Context: an optimization exercise on an open-source flow, tuned for small area. The choices shown serve that exercise and are no tape-out recipe.
Where RTL was checked, it was by simulation tests only, not by an equivalence proof against the original.

==> v31 <==
==> flow/design.v <==
module uart_rx (
    input  wire        clk,
    input  wire        rst_n,
    input  wire        rx,
    output wire        m_valid,
    output reg  [15:0] m_data
);
    reg [3:0] phase;
    reg [8:0] c_clocks;
    reg       c_words;
    wire idle   = (phase == 4'b0001);
    wire c_zero = (c_clocks == 9'd0);
    always @(posedge clk or negedge rst_n) begin
        if (!rst_n) begin
            phase   <= 4'b0001;
            c_words <= 1'b0;
            m_data  <= 16'd0;
        end else if (idle) begin
            if (!rx)
                phase <= 4'b0111;
        end else if (c_zero) begin
            phase <= phase + 4'd1;
            if (phase[3])
                m_data <= {rx, m_data[15:1]};
            if (phase == 4'b1111)
                c_words <= !c_words;
        end
    end
    always @(posedge clk) begin
        if (idle)
            c_clocks <= 9'd216;
        else if (c_zero)
            c_clocks <= 9'd433;
        else
            c_clocks <= c_clocks - 9'd1;
    end
    assign m_valid = (phase == 4'b0000) && (c_clocks == 9'd433) && !c_words;
endmodule
module pwm_9ch (
    input  wire        clk,
    input  wire        rst_n,
    input  wire        rx_valid,
    input  wire [15:0] rx_data,
    output reg  [3:0]  pkt_count,
    output reg  [8:0]  pwm_out
);
    reg [15:0] counter;
    reg [15:0] pend;
    reg [15:0] slot [0:8];
    reg [3:0]  ph;
    reg        f1, f2, ip;
    wire [8:0] phs, qs;
    genvar j;
    generate
        for (j = 0; j < 9; j = j + 1) begin : dec
            assign phs[j] = (ph == j);
            assign qs[j]  = (pkt_count == ((j + 2) % 9));
        end
    endgenerate
    wire inj = ip && |(phs & {qs[0], qs[1], qs[2], qs[3], qs[4], qs[5], qs[6], qs[7], qs[8]});
    always @(posedge clk or negedge rst_n) begin
        if (!rst_n) begin
            counter   <= 16'd0;
            pkt_count <= 4'd0;
            f1        <= 1'b1;
            f2        <= 1'b1;
            ip        <= 1'b0;
        end else begin
            counter <= counter + 16'd1;
            if (rx_valid) begin
                ip <= 1'b1;
                if (pkt_count == 4'd8) begin
                    pkt_count <= 4'd0;
                    f1        <= 1'b0;
                end else begin
                    pkt_count <= pkt_count + 4'd1;
                end
                if (!f1 && pkt_count == 4'd0)
                    f2 <= 1'b0;
            end else if (inj) begin
                ip <= 1'b0;
            end
        end
    end
    always @(posedge clk)
        ph <= (ph == 4'd8) ? 4'd0 : ph + 4'd1;
    wire [15:0] add_a = inj ? pend : slot[8];
    wire [15:0] add_b = inj ? ~counter : 16'hfff7;
    wire [16:0] sum   = {1'b0, add_a} + {1'b0, add_b};
    wire [16:0] pdiff   = {1'b0, pend} + {1'b0, ~counter};
    wire        lt_pend = pdiff[16];
    always @(posedge clk) begin
        slot[0] <= sum[15:0];
        if (inj)
            pend <= rx_data;
    end
    genvar s;
    generate
        for (s = 1; s < 9; s = s + 1) begin : ring
            always @(posedge clk)
                slot[s] <= slot[s - 1];
        end
    endgenerate
    wire [8:0] eq;
    generate
        for (s = 0; s < 9; s = s + 1) begin : cmp
            assign eq[s] = (slot[s] == s);
        end
    endgenerate
    wire cnt_zero = (counter == 16'd0);
    genvar k;
    generate
        for (k = 0; k < 9; k = k + 1) begin : ch
            wire win = ip && qs[k];
            wire zero;
            if (k == 8) begin : z8
                assign zero = f2;
            end else begin : zk
                assign zero = f1 && (pkt_count < (k + 2));
            end
            wire [8:0] eqr = {eq, eq} >> k;
            wire hit = |(phs & eqr);
            always @(posedge clk or negedge rst_n) begin
                if (!rst_n)
                    pwm_out[k] <= 1'b0;
                else if (win)
                    pwm_out[k] <= !zero && lt_pend;
                else
                    pwm_out[k] <= !zero && (cnt_zero || pwm_out[k]) && !hit;
            end
        end
    endgenerate
endmodule
module sev_seg_decorder(
    input  [3:0] digit,
    output [6:0] seg
);
  assign seg[0] = (~digit[3]&~digit[2]&~digit[1]&digit[0]) | (~digit[3]&digit[2]&~digit[1]&~digit[0]) | (digit[3]&digit[2]&~digit[1]&digit[0]) | (digit[3]&~digit[2]&digit[1]&digit[0]);
  assign seg[1] = (~digit[3]&digit[2]&~digit[1]&digit[0]) | (digit[3]&digit[2]&~digit[0]) | (digit[2]&digit[1]&~digit[0]) | (digit[3]&digit[1]&digit[0]);
  assign seg[2] = (digit[3]&digit[2]&digit[1]) | (~digit[3]&~digit[2]&digit[1]&~digit[0]) | (digit[3]&digit[2]&~digit[0]);
  assign seg[3] = (~digit[3]&~digit[2]&~digit[1]&digit[0]) | (~digit[3]&digit[2]&~digit[1]&~digit[0]) | (digit[3]&~digit[2]&digit[1]&~digit[0]) | (digit[2]&digit[1]&digit[0]);
  assign seg[4] = (~digit[3]&digit[0]) | (~digit[2]&~digit[1]&digit[0]) | (~digit[3]&digit[2]&~digit[1]);
  assign seg[5] = (~digit[3]&~digit[2]&digit[0]) | (~digit[3]&~digit[2]&digit[1]) | (digit[3]&digit[2]&~digit[1]&digit[0]) | (~digit[3]&digit[1]&digit[0]);
  assign seg[6] = (~digit[3]&~digit[2]&~digit[1]) | (digit[3]&digit[2]&~digit[1]&~digit[0]) | (~digit[3]&digit[2]&digit[1]&digit[0]);
endmodule
module uart_pwm_top (
    input  wire       clk,
    input  wire       rst_n,
    input  wire       uart_rx,
    output wire [8:0] pwm_out,
    output wire [6:0] seg0,
    output wire [6:0] seg1,
    output wire [6:0] seg2,
    output wire [6:0] seg3,
    output wire [3:0] pkt_count
);
    wire        rx_valid;
    wire [15:0] rx_data;
    uart_rx uart_rx_inst (
        .clk(clk), .rst_n(rst_n), .rx(uart_rx),
        .m_data(rx_data), .m_valid(rx_valid)
    );
    pwm_9ch pwm_inst (
        .clk(clk), .rst_n(rst_n),
        .rx_valid(rx_valid), .rx_data(rx_data),
        .pkt_count(pkt_count), .pwm_out(pwm_out)
    );
    sev_seg_decorder seg_inst0 (.digit(rx_data[3:0]),   .seg(seg0));
    sev_seg_decorder seg_inst1 (.digit(rx_data[7:4]),   .seg(seg1));
    sev_seg_decorder seg_inst2 (.digit(rx_data[11:8]),  .seg(seg2));
    sev_seg_decorder seg_inst3 (.digit(rx_data[15:12]), .seg(seg3));
endmodule
==> flow/flow/run.sh <==
#!/bin/bash
# Layout flow: the standard flow (standard.sh), with two changes.
#  1. Synthesis runs ORFS's own scripts, except that ABC maps for area
#     (flow/abc_area.script in place of abc_speed.script) and Yosys's
#     adder extraction is off (ADDER_MAP_FILE empty), so ABC sees all the
#     logic. Registers are mapped before ABC, exactly as in the standard
#     synthesis.
#  2. Ports are buffered with sky130_fd_sc_hd__buf_1.
# Each step's full output goes to its own log file in this folder.
set -euo pipefail
W=$(pwd)

mkdir -p "$W/scripts_area"
for f in "$FLOW_HOME"/scripts/*; do
  ln -sf "$f" "$W/scripts_area/"
done
rm -f "$W/scripts_area/abc_speed.script"
cp "$W/flow/abc_area.script" "$W/scripts_area/abc_speed.script"

bash standard.sh "SCRIPTS_DIR=$W/scripts_area" "ADDER_MAP_FILE=" synth > "$W/synth.log" 2>&1

bash standard.sh "BUFFER_PORTS_ARGS=-buffer_cell sky130_fd_sc_hd__buf_1" \
  "CTS_ARGS=-sink_clustering_enable -repair_clock_nets -buf_list {sky130_fd_sc_hd__clkbuf_4 sky130_fd_sc_hd__clkbuf_8} -dont_use_dummy_load -sink_clustering_size 12 -sink_clustering_max_diameter 60" finish > "$W/layout.log" 2>&1
==> flow/flow/abc_area.script <==
&get -n
&st
&dc2
&b -a
&dch
&nf -a -R 1000
&st
&dc2
&dch
&nf -a -R 1000
&put
topo
dnsize
==> flow/standard.sh <==
#!/bin/bash
# synth_recipe.tcl (not shown) runs the flow's synth.tcl, then flattens the netlist and writes it again
# the make line also repeats each setting of config.mk as NAME=value (left out here)
make -C /OpenROAD-flow-scripts/flow DESIGN_CONFIG=/design/flow/config.mk WORK_HOME=/design/flow/orfs CLKGATE_MAP_FILE= SYNTH_SCRIPT=/design/flow/synth_recipe.tcl "${@:-finish}"
==> flow/config.mk <==
export PLATFORM = sky130hd
export DESIGN_NAME = uart_pwm_top
export DESIGN_NICKNAME = uart_pwm_top
export VERILOG_FILES = /design/flow/design.v
export SDC_FILE = /design/flow/constraint.sdc
export NUM_CORES = 4
export LEC_CHECK = 0
export CAP_MARGIN = 20
export CORE_MARGIN = 2
export CORE_UTILIZATION = 40
export SLEW_MARGIN = 20
==> flow/constraint.sdc <==
create_clock -name core_clock -period 20.0 [get_ports {clk}]
set_input_delay 4.0000 -clock core_clock [delete_from_list [all_inputs] [get_ports {clk}]]
set_output_delay 4.0000 -clock core_clock [all_outputs]
set_load 0.01 [all_outputs]
==> v8: changes against v31 <==
==> flow/design.v, changed modules only <==
module uart_rx (
    input  wire        clk,
    input  wire        rst_n,
    input  wire        rx,
    output wire        m_valid,
    output reg  [15:0] m_data
);
    localparam [8:0] T_END   = 9'h1ff;   
    localparam [8:0] T_START = 9'd418;   
    localparam [8:0] T_BIT   = 9'd197;   
    reg [3:0] phase;
    reg [8:0] timer;
    reg       c_words;
    wire idle    = (phase == 4'b0001);
    wire t_end   = (timer == T_END);
    always @(posedge clk or negedge rst_n) begin
        if (!rst_n) begin
            phase   <= 4'b0001;
            c_words <= 1'b0;
            m_data  <= 16'd0;
        end else if (idle) begin
            if (!rx)
                phase <= 4'b0111;
        end else if (t_end) begin
            phase <= phase + 4'd1;
            if (phase[3])
                m_data <= {rx, m_data[15:1]};
            if (phase == 4'b1111)
                c_words <= !c_words;
        end
    end
    always @(posedge clk) begin
        if (idle)
            timer <= T_START;
        else if (t_end)
            timer <= T_BIT;
        else
            timer <= {timer[7:0], timer[8] ^ timer[4]};
    end
    assign m_valid = (phase == 4'b0000) && (timer == T_BIT) && !c_words;
endmodule
module pwm_9ch (
    input  wire        clk,
    input  wire        rst_n,
    input  wire        rx_valid,
    input  wire [15:0] rx_data,
    output reg  [3:0]  pkt_count,
    output reg  [8:0]  pwm_out
);
    reg [15:0] counter;
    reg [15:0] pend;
    reg [15:0] slot [0:8];
    reg [3:0]  ph;
    reg        f1, f2, ip;
    function automatic [8:0] dec9(input [3:0] v);
        dec9 = {v[3],
                v[2:0] == 3'd7, v[2:0] == 3'd6, v[2:0] == 3'd5, v[2:0] == 3'd4,
                v[2:0] == 3'd3, v[2:0] == 3'd2, v[2:0] == 3'd1, v == 4'd0};
    endfunction
    wire [8:0] phs = dec9(ph);
    wire [8:0] pks = dec9(pkt_count);
    wire [8:0] qs  = {pks[1:0], pks[8:2]};
    wire inj = ip && |(phs & {qs[0], qs[1], qs[2], qs[3], qs[4], qs[5], qs[6], qs[7], qs[8]});
    always @(posedge clk or negedge rst_n) begin
        if (!rst_n) begin
            counter   <= 16'd0;
            pkt_count <= 4'd0;
            f1        <= 1'b1;
            f2        <= 1'b1;
            ip        <= 1'b0;
        end else begin
            counter <= counter + 16'd1;
            if (rx_valid) begin
                ip <= 1'b1;
                if (pkt_count[3]) begin
                    pkt_count <= 4'd0;
                    f1        <= 1'b0;
                end else begin
                    pkt_count <= pkt_count + 4'd1;
                end
                if (!f1 && pks[0])
                    f2 <= 1'b0;
            end else if (inj) begin
                ip <= 1'b0;
            end
        end
    end
    always @(posedge clk or negedge rst_n)
        if (!rst_n)
            ph <= 4'd0;
        else
            ph <= ph[3] ? 4'd0 : ph + 4'd1;
    wire [15:0] add_a = inj ? pend : slot[8];
    wire [15:0] add_b = inj ? ~counter : 16'hfff7;
    wire [16:0] sum   = {1'b0, add_a} + {1'b0, add_b};
    wire [16:0] pdiff   = {1'b0, pend} + {1'b0, ~counter};
    wire        lt_pend = pdiff[16];
    always @(posedge clk) begin
        slot[0] <= sum[15:0];
        if (inj)
            pend <= rx_data;
    end
    genvar s;
    generate
        for (s = 1; s < 9; s = s + 1) begin : ring
            always @(posedge clk)
                slot[s] <= slot[s - 1];
        end
    endgenerate
    wire [8:0] eq;
    generate
        for (s = 0; s < 9; s = s + 1) begin : cmp
            assign eq[s] = (slot[s] == s);
        end
    endgenerate
    wire cnt_zero = (counter == 16'd0);
    genvar k;
    generate
        for (k = 0; k < 9; k = k + 1) begin : ch
            wire win = ip && qs[k];
            wire zero;
            if (k == 8) begin : z8
                assign zero = f2;
            end else begin : zk
                assign zero = f1 && (pkt_count < (k + 2));
            end
            wire [8:0] eqr = {eq, eq} >> k;
            wire hit = |(phs & eqr);
            always @(posedge clk or negedge rst_n) begin
                if (!rst_n)
                    pwm_out[k] <= 1'b0;
                else if (win)
                    pwm_out[k] <= !zero && lt_pend;
                else
                    pwm_out[k] <= !zero && (cnt_zero || pwm_out[k]) && !hit;
            end
        end
    endgenerate
endmodule
--- a/flow/flow/run.sh
+++ b/flow/flow/run.sh
@@ -22,2 +22,2 @@
 bash standard.sh "BUFFER_PORTS_ARGS=-buffer_cell sky130_fd_sc_hd__buf_1" \
-  "CTS_ARGS=-sink_clustering_enable -repair_clock_nets -buf_list {sky130_fd_sc_hd__clkbuf_4 sky130_fd_sc_hd__clkbuf_8} -dont_use_dummy_load -sink_clustering_size 12 -sink_clustering_max_diameter 60" finish > "$W/layout.log" 2>&1
+  "CTS_ARGS=-sink_clustering_enable -repair_clock_nets -buf_list sky130_fd_sc_hd__clkbuf_4 -dont_use_dummy_load -sink_clustering_size 9 -sink_clustering_max_diameter 55" finish > "$W/layout.log" 2>&1
==> flow/flow/abc_area.script (replaced) <==
&get -n
&st
&deepsyn -T 40
&nf -a -R 1000
&put
topo
dnsize
CORE_UTILIZATION = 65   (was 40)
PLACE_DENSITY = 0.75   (was unset)
==> results.ini <==
[worst_setup_path]
endpoint=seg3[3]
crit_family=simple AND/OR/NAND/NOR gates

[pwr]
comb_power_share_pct=0.4
ir_drop_mv=0.0457

[outcome]
outcome=complete, no violations

[finish]
multiInputGateArea_sq_um=2820
seq_area_share_pct=58.7
final-nonclk-buf-share_pct=2.01

[yosys]
yosys.area.top_type_share_pct=38.8

[global_routing]
grt_pass1_wl_mm=25.9

the above is filed under v8

==> results.ini <==
[outcome]
outcome=complete, no violations

[pwr]
comb_power_share_pct=3.7
ir_drop_mv=0.0413

[worst_setup_path]
crit_family=flip-flops
endpoint=seg1[3]

[finish]
seq_area_share_pct=54.5

[clock_tree]
cts.sinks=226

[yosys]
yosys.area.top_type_share_pct=38.1

[global_routing]
grt_pass1_wl_mm=29.6

the above is filed under v31

The RTL of v31 was laid out without a check of its function.

==> separate check: timing with driven ports <==
Ports are ideal in the flow. The routed layouts listed here were re-timed in OpenROAD. Step 1 (the two cells are an assumption about what drives the block):
set clk [get_ports {clk}]
set_driving_cell -lib_cell sky130_fd_sc_hd__clkbuf_16 $clk
set_driving_cell -lib_cell sky130_fd_sc_hd__buf_2 [delete_from_list [all_inputs] $clk]
Step 2 moves the port delays by t, midway between the first and last clock arrival at a register: inputs arrive t later, outputs are due t later. That takes back most of the time a late clock gives input paths. Slacks: no drivers / after step 1 / after step 2; pairs: no drivers / after step 1.
| run | shift t [ns] | setup slack, ns | clock arrival spread, ns | worst slew at a driven data input, ns | cell pins on the clock port's net |
|---|---|---|---|---|---|
| v31 | 0.541 | 14.107 / 14.069 / 14.300 | 0.065 / 0.064 | 0.03 | 1 |
| v8 | 0.619 | 13.534 / 13.499 / 14.118 | 0.062 / 0.062 | 0.03 | 1 |
After both steps every run listed still meets setup and hold.
